This is an optimization exercise on Yosys and OpenROAD, whose aim is small area, a short achievable clock period and few clock cycles, not a production implementation.
Where RTL was checked, it was by simulation tests only, not by an equivalence proof against the original.
Power is estimated from default activity; no workload was simulated.

==> flow/design.v <==
module axi_stream_insert_header #(
	parameter DATA_WD 		= 32,
	parameter DATA_BYTE_WD 	= DATA_WD / 8,
	parameter BYTE_CNT_WD 	= $clog2(DATA_BYTE_WD)
) (
	input clk,
	input rst_n,
	input 							valid_in,
	input 	[DATA_WD-1 : 0] 		data_in,
	input 	[DATA_BYTE_WD-1 : 0] 	keep_in,
	input 							last_in,
	output 							ready_in,
	output 							valid_out,
	output 	[DATA_WD-1 : 0] 		data_out,
	output 	[DATA_BYTE_WD-1:0] 		keep_out,
	output 							last_out,
	input 							ready_out,
	input 							valid_insert,
	input 	[DATA_WD-1 : 0] 		header_insert,
	input 	[DATA_BYTE_WD-1 : 0] 	keep_insert,
	input 	[BYTE_CNT_WD : 0] 		byte_insert_cnt,
	output 							ready_insert
);
	reg			e;			 
	reg			fl;			 
	reg			pend;		 
	reg	[3:0]	m;			 
	reg	[2:1]	fk;			 
	reg	[31:0]	rem;
	wire		ne		= ~e;
	wire		nfl		= ~fl;
	wire		strm	= ~e & ~fl & ~pend;
	wire		owed	= pend | fl;
	wire [2:0]	nq		= ~(m[2:0] & {nfl, nfl, 1'b1});	 
	wire		np1		= fl & ~fk[1];
	wire		np2		= fl & ~fk[2];
	wire [2:0]	nv;
	ahi_a21oi u_nv0 (.a1(m[1]), .a2(keep_in[0]), .b1(pend), .y(nv[0]));
	ahi_nand2 u_nv1 (.a(m[2]), .b(keep_in[1]), .y(nv[1]));
	ahi_nand2 u_nv2 (.a(m[3]), .b(keep_in[2]), .y(nv[2]));
	wire		ri_x, ri_y, ri_b;
	ahi_nand4 u_ri_x (.a(nv[0]), .b(nv[1]), .c(nv[2]), .d(valid_in), .y(ri_x));
	ahi_nand2 u_ri_y (.a(ready_out), .b(last_in), .y(ri_y));
	ahi_nand2 u_ri_b (.a(ready_out), .b(fl), .y(ri_b));
	ahi_o211ai u_ri (.a1(ri_x), .a2(ri_y), .b1(ne), .c1(ri_b), .y(ready_insert));
	wire		lz;
	ahi_nand4 u_lz (.a(nv[0]), .b(nv[1]), .c(nv[2]), .d(last_in), .y(lz));
	ahi_nand2 u_last (.a(nfl), .b(lz), .y(last_out));
	ahi_and2 u_rin (.a(ready_out), .b(strm), .y(ready_in));
	ahi_a21o u_vout (.a1(valid_in), .a2(ne), .b1(owed), .y(valid_out));
	assign keep_out[3] = 1'b1;
	wire [2:0]	kt;
	ahi_nor2 u_kt2 (.a(nq[0]), .b(keep_in[2]), .y(kt[2]));
	ahi_o22ai u_kt1 (.a1(nq[0]), .a2(keep_in[1]), .b1(nq[1]), .b2(keep_in[2]), .y(kt[1]));
	ahi_o222ai u_kt0 (.a1(nq[0]), .a2(keep_in[0]), .b1(nq[1]), .b2(keep_in[1]), .c1(nq[2]), .c2(keep_in[2]), .y(kt[0]));
	ahi_a21oi u_k2 (.a1(last_in), .a2(kt[2]), .b1(np2), .y(keep_out[2]));
	ahi_a21oi u_k1 (.a1(last_in), .a2(kt[1]), .b1(np1), .y(keep_out[1]));
	ahi_a21oi u_k0 (.a1(last_in), .a2(kt[0]), .b1(fl), .y(keep_out[0]));
	wire [63:0]	win		= {rem, data_in};
	wire [4:0]	sel		= {pend, m};
	genvar gj;
	generate
		for (gj = 0; gj < 32; gj = gj + 1) begin : g_out
			wire t01, t23, t4;
			ahi_a22oi u_t01 (.a1(sel[0]), .a2(win[gj]), .b1(sel[1]), .b2(win[gj + 8]), .y(t01));
			ahi_a22oi u_t23 (.a1(sel[2]), .a2(win[gj + 16]), .b1(sel[3]), .b2(win[gj + 24]), .y(t23));
			ahi_nand2 u_t4 (.a(sel[4]), .b(win[gj + 32]), .y(t4));
			ahi_nand3 u_o (.a(t01), .b(t23), .c(t4), .y(data_out[gj]));
		end
	endgenerate
	wire		take_h	= valid_insert & ready_insert;
	wire		take_d	= valid_in & ready_in;
	wire		hs		= valid_out & ready_out;
	always @(posedge clk or negedge rst_n) begin
		if (!rst_n) begin
			e		<= 1'b1;
			fl		<= 1'b0;
			pend	<= 1'b0;
			m		<= 4'd0;
		end else if (take_h) begin
			e		<= 1'b0;
			fl		<= 1'b0;
			pend	<= keep_insert[3];
			m		<= {keep_insert[2] & ~keep_insert[3], keep_insert[1] & ~keep_insert[2],
						~keep_insert[1], 1'b0};
		end else if (hs) begin
			if (fl | strm & ~lz) begin
				e		<= 1'b1;
				fl		<= 1'b0;
			end else if (pend) begin
				pend	<= 1'b0;
				m		<= 4'b0001;
			end else if (last_in) begin
				fl		<= 1'b1;
			end
		end
	end
	always @(posedge clk) begin
		if (take_d)
			fk <= {m[2] & keep_in[0] | m[3] & keep_in[1], m[3] & keep_in[0]};
	end
	wire		en		= e | ready_out & (fl | pend | valid_in);
	wire		hsel	= e | fl | ~lz;
	always @(posedge clk) begin
		if (en) begin
			rem[23:0]	<= hsel ? header_insert[23:0] : data_in[23:0];
			rem[31:24]	<= header_insert[31:24];
		end
	end
endmodule
module ahi_nand2 (input a, input b, output y);
	assign y = ~(a & b);
endmodule
module ahi_nand3 (input a, input b, input c, output y);
	assign y = ~(a & b & c);
endmodule
module ahi_nand4 (input a, input b, input c, input d, output y);
	assign y = ~(a & b & c & d);
endmodule
module ahi_nor2 (input a, input b, output y);
	assign y = ~(a | b);
endmodule
module ahi_and2 (input a, input b, output y);
	assign y = a & b;
endmodule
module ahi_a21o (input a1, input a2, input b1, output y);
	assign y = a1 & a2 | b1;
endmodule
module ahi_a21oi (input a1, input a2, input b1, output y);
	assign y = ~(a1 & a2 | b1);
endmodule
module ahi_a22oi (input a1, input a2, input b1, input b2, output y);
	assign y = ~(a1 & a2 | b1 & b2);
endmodule
module ahi_o211ai (input a1, input a2, input b1, input c1, output y);
	assign y = ~((a1 | a2) & b1 & c1);
endmodule
module ahi_o22ai (input a1, input a2, input b1, input b2, output y);
	assign y = ~((a1 | a2) & (b1 | b2));
endmodule
module ahi_o222ai (input a1, input a2, input b1, input b2, input c1, input c2, output y);
	assign y = ~((a1 | a2) & (b1 | b2) & (c1 | c2));
endmodule
export LEC_CHECK = 0
export CAP_MARGIN = 20
export CORE_MARGIN = 2
export CORE_UTILIZATION = 30
export SETUP_SLACK_MARGIN = 2.5
export SLEW_MARGIN = 20
export SYNTH_HIERARCHICAL = 1
export SYNTH_MINIMUM_KEEP_SIZE = 0
export TNS_END_PERCENT = 0
create_clock -name core_clock -period 5.0 [get_ports {clk}]
standard.sh (not shown) runs the stock make flow with config.mk's settings and CLKGATE_MAP_FILE= SYNTH_SCRIPT=/design/flow/synth_recipe.tcl, a recipe that flattens the netlist after the stock synthesis.
==> flow/flow/run.sh <==
#!/bin/bash
# The standard layout (standard.sh), with three changes:
# - the port buffers are buf_1 cells (every input and output port still gets
#   its own buffer);
# - the clock tree has no dummy balancing loads;
# - after the standard synthesis, every cell is set to its smallest drive
#   strength (flow/downsize.tcl); repair during placement sizes up again.
# Each tool's output goes to a log file of its own in this folder.
set -euo pipefail
ARGS=("BUFFER_PORTS_ARGS=-buffer_cell sky130_fd_sc_hd__buf_1"
      "CTS_ARGS=-sink_clustering_enable -repair_clock_nets -dont_use_dummy_load")
bash standard.sh "${ARGS[@]}" synth > synth.log 2>&1
R=orfs/results/${FLOW_PLATFORM:-sky130hd}/axi_stream_insert_header/base
cp $R/1_synth.odb $R/1_synth_standard.odb
DS_IN=$R/1_synth_standard.odb DS_OUT=$R/1_synth.odb openroad -no_init -exit flow/downsize.tcl > downsize.log 2>&1
bash standard.sh "${ARGS[@]}" finish > layout.log 2>&1
==> flow/flow/downsize.tcl <==
# Swap every cell of the synthesized netlist to the smallest drive strength
# of the same cell (same function and pins); placement and timing repair
# size them up again where needed. Registers keep their cell type.
read_db $::env(DS_IN)
set db [ord::get_db]
set best [dict create]
foreach lib [$db getLibs] {
  foreach m [$lib getMasters] {
    set n [$m getName]
    if {[regexp {^(sky130_fd_sc_hd__[a-z0-9]+)_(\d+)$} $n -> base sz]} {
      set a [expr {[$m getWidth] * [$m getHeight]}]
      if {![dict exists $best $base] || $a < [lindex [dict get $best $base] 1]} {
        dict set best $base [list $m $a]
      }
    }
  }
}
set n 0
foreach inst [[ord::get_db_block] getInsts] {
  set m [$inst getMaster]
  if {[regexp {^(sky130_fd_sc_hd__[a-z0-9]+)_(\d+)$} [$m getName] -> base sz]} {
    set b [lindex [dict get $best $base] 0]
    if {[$b getName] ne [$m getName]} {
      $inst swapMaster $b
      incr n
    }
  }
}
puts "downsized $n cells"
write_db $::env(DS_OUT)
Testbench counts at the start, summed over its fixed seeds: cycles 1,652.
Rerun with:
--- a/flow/design.v
+++ b/flow/design.v
@@ -66,13 +66,15 @@
 			ahi_a22oi u_t23 (.a1(sel[2]), .a2(win[gj + 16]), .b1(sel[3]), .b2(win[gj + 24]), .y(t23));
 			ahi_nand2 u_t4 (.a(sel[4]), .b(win[gj + 32]), .y(t4));
 			ahi_nand3 u_o (.a(t01), .b(t23), .c(t4), .y(data_out[gj]));
 		end
 	endgenerate
-	wire		take_h	= valid_insert & ready_insert;
-	wire		take_d	= valid_in & ready_in;
-	wire		hs		= valid_out & ready_out;
+	wire		fit_i	= ~pend & ~(m[1] & keep_in[0] | m[2] & keep_in[1] | m[3] & keep_in[2]);
+	wire		lf		= last_in & fit_i;
+	wire		take_h	= valid_insert & (e | ready_out & (fl | valid_in & lf));
+	wire		take_d	= valid_in & ready_out & strm;
+	wire		hs		= ready_out & (owed | ~e & valid_in);
 	always @(posedge clk or negedge rst_n) begin
 		if (!rst_n) begin
 			e		<= 1'b1;
 			fl		<= 1'b0;
 			pend	<= 1'b0;
@@ -82,11 +84,11 @@
 			fl		<= 1'b0;
 			pend	<= keep_insert[3];
 			m		<= {keep_insert[2] & ~keep_insert[3], keep_insert[1] & ~keep_insert[2],
 						~keep_insert[1], 1'b0};
 		end else if (hs) begin
-			if (fl | strm & ~lz) begin
+			if (fl | strm & lf) begin
 				e		<= 1'b1;
 				fl		<= 1'b0;
 			end else if (pend) begin
 				pend	<= 1'b0;
 				m		<= 4'b0001;
@@ -98,16 +100,25 @@
 	always @(posedge clk) begin
 		if (take_d)
 			fk <= {m[2] & keep_in[0] | m[3] & keep_in[1], m[3] & keep_in[0]};
 	end
 	wire		en		= e | ready_out & (fl | pend | valid_in);
-	wire		hsel	= e | fl | ~lz;
+	wire		hsel	= e | fl | lf;
+	wire		ld_h	= en & hsel;
+	wire		ld_d	= en & ~hsel;
+	wire		hold	= ~en;
+	wire [23:0]	rn;
+	generate
+		for (gj = 0; gj < 24; gj = gj + 1) begin : g_rem
+			ahi_a222oi u_rn (.a1(ld_h), .a2(header_insert[gj]), .b1(ld_d), .b2(data_in[gj]),
+							 .c1(hold), .c2(rem[gj]), .y(rn[gj]));
+		end
+	endgenerate
 	always @(posedge clk) begin
-		if (en) begin
-			rem[23:0]	<= hsel ? header_insert[23:0] : data_in[23:0];
+		rem[23:0]	<= ~rn;
+		if (en)
 			rem[31:24]	<= header_insert[31:24];
-		end
 	end
 endmodule
 module ahi_nand2 (input a, input b, output y);
 	assign y = ~(a & b);
 endmodule
@@ -139,5 +150,8 @@
 	assign y = ~((a1 | a2) & (b1 | b2));
 endmodule
 module ahi_o222ai (input a1, input a2, input b1, input b2, input c1, input c2, output y);
 	assign y = ~((a1 | a2) & (b1 | b2) & (c1 | c2));
 endmodule
+module ahi_a222oi (input a1, input a2, input b1, input b2, input c1, input c2, output y);
+	assign y = ~(a1 & a2 | b1 & b2 | c1 & c2);
+endmodule
Result: Clock power climbs by about 3%. Wire length is higher by 20%. Utilization came out higher by 0.82 points. Total power is higher by 5.5%. Worst hold slack gets worse by 0.083 ns. Clock skew came out lower by 0.0070 ns.
No functional check of the RTL was part of the second run of this note.

Another version of the RTL of axi_stream_insert_header (not shown whole).
Size: roughly 320 cells after synthesis, ~39 flip-flops, about 120 I/O pins, roughly 0.0030 mm^2 of cells after synthesis.
==> module axi_stream_insert_header, before the edit <==
module axi_stream_insert_header #(
	parameter DATA_WD 		= 32,
	parameter DATA_BYTE_WD 	= DATA_WD / 8,
	parameter BYTE_CNT_WD 	= $clog2(DATA_BYTE_WD)
) (
	input clk,
	input rst_n,
	input 							valid_in,
	input 	[DATA_WD-1 : 0] 		data_in,
	input 	[DATA_BYTE_WD-1 : 0] 	keep_in,
	input 							last_in,
	output 							ready_in,
	output 							valid_out,
	output reg	[DATA_WD-1 : 0] 	data_out,
	output reg	[DATA_BYTE_WD-1:0] 	keep_out,
	output reg						last_out,
	input 							ready_out,
	input 							valid_insert,
	input 	[DATA_WD-1 : 0] 		header_insert,
	input 	[DATA_BYTE_WD-1 : 0] 	keep_insert,
	input 	[BYTE_CNT_WD : 0] 		byte_insert_cnt,
	output 							ready_insert
);
	reg			e;			 
	reg			fl;			 
	reg	[2:0]	sh;			 
	reg	[2:1]	fk;			 
	reg	[31:0]	rem;
	wire		pend	= sh[2];
	wire [4:0]	sel		= {sh == 3'd4, sh == 3'd3, sh == 3'd2, sh == 3'd1, sh == 3'd0};
	wire		ovf		= sel[1] & keep_in[0] | sel[2] & keep_in[1] | sel[3] & keep_in[2];
	wire		strm	= ~e & ~fl & ~pend;
	wire		done	= fl | (strm & valid_in & last_in & ~ovf);	 
	assign valid_out	= ~e & (pend | fl | valid_in);
	assign ready_in		= ready_out & strm;
	assign ready_insert	= e | (ready_out & done);
	wire [63:0]	win		= {rem, data_in};
	wire [3:0]	therm	= {~sel[0], sh[1], sel[3], 1'b0};
	integer j, k;
	always @(*) begin
		data_out = 32'd0;
		for (j = 0; j < 4; j = j + 1)
			for (k = 0; k < 5; k = k + 1)
				data_out[8*j +: 8] = data_out[8*j +: 8] | ({8{sel[k]}} & win[8*(j+k) +: 8]);
		if (fl) begin
			keep_out = {1'b1, fk, 1'b0};
			last_out = 1'b1;
		end else if (pend | ~last_in | ovf) begin
			keep_out = 4'b1111;
			last_out = 1'b0;
		end else begin
			keep_out = therm | ({1'b1, keep_in[2:0]} >> sh[1:0]);	 
			last_out = 1'b1;
		end
	end
	wire		hs		= valid_out & ready_out;
	wire		take_h	= valid_insert & ready_insert;
	wire		take_d	= valid_in & ready_in;
	always @(posedge clk or negedge rst_n) begin
		if (!rst_n) begin
			e		<= 1'b1;
			fl		<= 1'b0;
			sh		<= 3'd0;
		end else if (take_h) begin
			e		<= 1'b0;
			fl		<= 1'b0;
			sh		<= {keep_insert[3], keep_insert[1] & ~keep_insert[3],
						~keep_insert[1] | (keep_insert[2] & ~keep_insert[3])};
		end else if (hs) begin
			if (done) begin
				e		<= 1'b1;
				fl		<= 1'b0;
			end else if (pend) begin
				sh		<= 3'd0;
			end else if (last_in & ovf) begin
				fl		<= 1'b1;
			end
		end
	end
	always @(posedge clk) begin
		if (take_d)
			fk <= {sel[2] & keep_in[0] | sel[3] & keep_in[1], sel[3] & keep_in[0]};
	end
	always @(posedge clk) begin
		if (take_h)
			rem <= header_insert;
		else if (take_d)
			rem[23:0] <= data_in[23:0];
	end
endmodule
Settings: LEC_CHECK=0, CAP_MARGIN=20, CORE_MARGIN=2, CORE_UTILIZATION=30, SETUP_SLACK_MARGIN=2.5, SLEW_MARGIN=20, TNS_END_PERCENT=0; clock period 5.0 ns.
==> flow/flow/run.sh <==
#!/bin/bash
# The standard layout, with the port buffers made of buf_1 cells
# (every input and output port still gets its own buffer).
set -euo pipefail
bash standard.sh "BUFFER_PORTS_ARGS=-buffer_cell sky130_fd_sc_hd__buf_1" finish > standard_flow.log 2>&1
Next try:
==> flow/design.v (replaced) <==
module axi_stream_insert_header #(
	parameter DATA_WD 		= 32,
	parameter DATA_BYTE_WD 	= DATA_WD / 8,
	parameter BYTE_CNT_WD 	= $clog2(DATA_BYTE_WD)
) (
	input clk,
	input rst_n,
	input 							valid_in,
	input 	[DATA_WD-1 : 0] 		data_in,
	input 	[DATA_BYTE_WD-1 : 0] 	keep_in,
	input 							last_in,
	output 							ready_in,
	output 							valid_out,
	output reg	[DATA_WD-1 : 0] 	data_out,
	output reg	[DATA_BYTE_WD-1:0] 	keep_out,
	output reg						last_out,
	input 							ready_out,
	input 							valid_insert,
	input 	[DATA_WD-1 : 0] 		header_insert,
	input 	[DATA_BYTE_WD-1 : 0] 	keep_insert,
	input 	[BYTE_CNT_WD : 0] 		byte_insert_cnt,
	output 							ready_insert
);
	reg			e;			 
	reg			fl;			 
	reg			pend;		 
	reg	[3:0]	m;			 
	reg	[2:1]	fk;			 
	reg	[31:0]	rem;
	wire		strm	= ~e & ~fl & ~pend;
	wire		ovf		= m[1] & keep_in[0] | m[2] & keep_in[1] | m[3] & keep_in[2];
	wire		fit		= ~pend & ~ovf;
	assign valid_out	= pend | fl | ~e & valid_in;
	assign ready_in		= ready_out & strm;
	assign ready_insert	= e | ready_out & (fl | valid_in & last_in & fit);
	wire [63:0]	win		= {rem, data_in};
	wire [4:0]	sel		= {pend, m};
	integer j, k;
	always @(*) begin
		data_out = 32'd0;
		for (j = 0; j < 4; j = j + 1)
			for (k = 0; k < 5; k = k + 1)
				data_out[8*j +: 8] = data_out[8*j +: 8] | ({8{sel[k]}} & win[8*(j+k) +: 8]);
		keep_out[3] = 1'b1;
		keep_out[2] = fl ? fk[2] : ~(last_in & m[0] & ~keep_in[2]);
		keep_out[1] = fl ? fk[1] : ~(last_in & (m[0] & ~keep_in[1] | m[1] & ~keep_in[2]));
		keep_out[0] = ~fl & ~(last_in & (m[0] & ~keep_in[0] | m[1] & ~keep_in[1] | m[2] & ~keep_in[2]));
		last_out	= fl | last_in & fit;
	end
	wire		take_h	= valid_insert & ready_insert;
	wire		take_d	= valid_in & ready_in;
	wire		hs		= valid_out & ready_out;
	always @(posedge clk or negedge rst_n) begin
		if (!rst_n) begin
			e		<= 1'b1;
			fl		<= 1'b0;
			pend	<= 1'b0;
			m		<= 4'd0;
		end else if (take_h) begin
			e		<= 1'b0;
			fl		<= 1'b0;
			pend	<= keep_insert[3];
			m		<= {keep_insert[2] & ~keep_insert[3], keep_insert[1] & ~keep_insert[2],
						~keep_insert[1], 1'b0};
		end else if (hs) begin
			if (fl | strm & last_in & fit) begin
				e		<= 1'b1;
				fl		<= 1'b0;
			end else if (pend) begin
				pend	<= 1'b0;
				m		<= 4'b0001;
			end else if (last_in) begin
				fl		<= 1'b1;
			end
		end
	end
	always @(posedge clk) begin
		if (take_d)
			fk <= {m[2] & keep_in[0] | m[3] & keep_in[1], m[3] & keep_in[0]};
	end
	wire		en		= e | ready_out & (fl | pend | valid_in);
	wire		hsel	= e | fl | last_in & fit;
	wire		ld_h	= en & hsel;
	wire		ld_d	= en & ~hsel;
	always @(posedge clk) begin
		rem[23:0]	<= {24{ld_h}} & header_insert[23:0] | {24{ld_d}} & data_in[23:0] | {24{~en}} & rem[23:0];
		if (en)
			rem[31:24]	<= header_insert[31:24];
	end
endmodule
Die area fell by roughly a tenth.
Clock skew came out lower by 0.0038 ns.
Worst hold slack gains 0.036 ns.
Design area went down by roughly a tenth.
Flip-flop and latch count climbs by 2.
Wire length grows by a few percent.
Global-route usage went up by 2.9 points.
Non-clock buffer count increases by 1.
Synthesized area drops by roughly a tenth.
Sequential share of layout area is lower by 1.7 points.
Utilization came out higher by 1.3 points.
Via count goes up by a few percent.
Clock-buffer cell count goes up by 1.
Function was not checked in any run of this note: the RTL went through the layout flow alone.

separate check: timing with driven ports:
The results above use ideal ports. As a check the final layouts listed here were re-extracted and re-timed, cells and wires unchanged. Step 1 sets driving cells, clkbuf_16 on the clock port and buf_2 on the other inputs (assumed; they add their load-dependent delay and slew). Step 2 times the ports against the registers' clock, not the clock port: input delays grow and output delays shrink by t, the midpoint of the rising clock arrivals with the driver on. Slacks: ideal ports / drivers / drivers and shift; pairs: ideal ports / drivers.
run	t (ns)	setup WS [ns]	hold slack, ns	worst setup path at the end	worst data-port slew with drivers (ns)
the first run of note 1	0.309	2.286 / 2.265 / 2.265	0.597 / 0.590 / 0.612	input to output	0.05
the second run of note 1	0.311	2.362 / 2.332 / 2.129	0.513 / 0.513 / 0.513	input to register	0.06
the first run of note 2	0.324	2.011 / 1.971 / 1.971	0.546 / 0.535 / 0.716	input to output	0.05
the second run of note 2	0.323	2.068 / 2.036 / 2.036	0.582 / 0.572 / 0.603	input to output	0.04
After both steps every run listed still meets setup and hold. The setup slack of the second run of note 1, which loses most, moves by -0.030 ns with the drivers and by -0.233 ns with both steps.
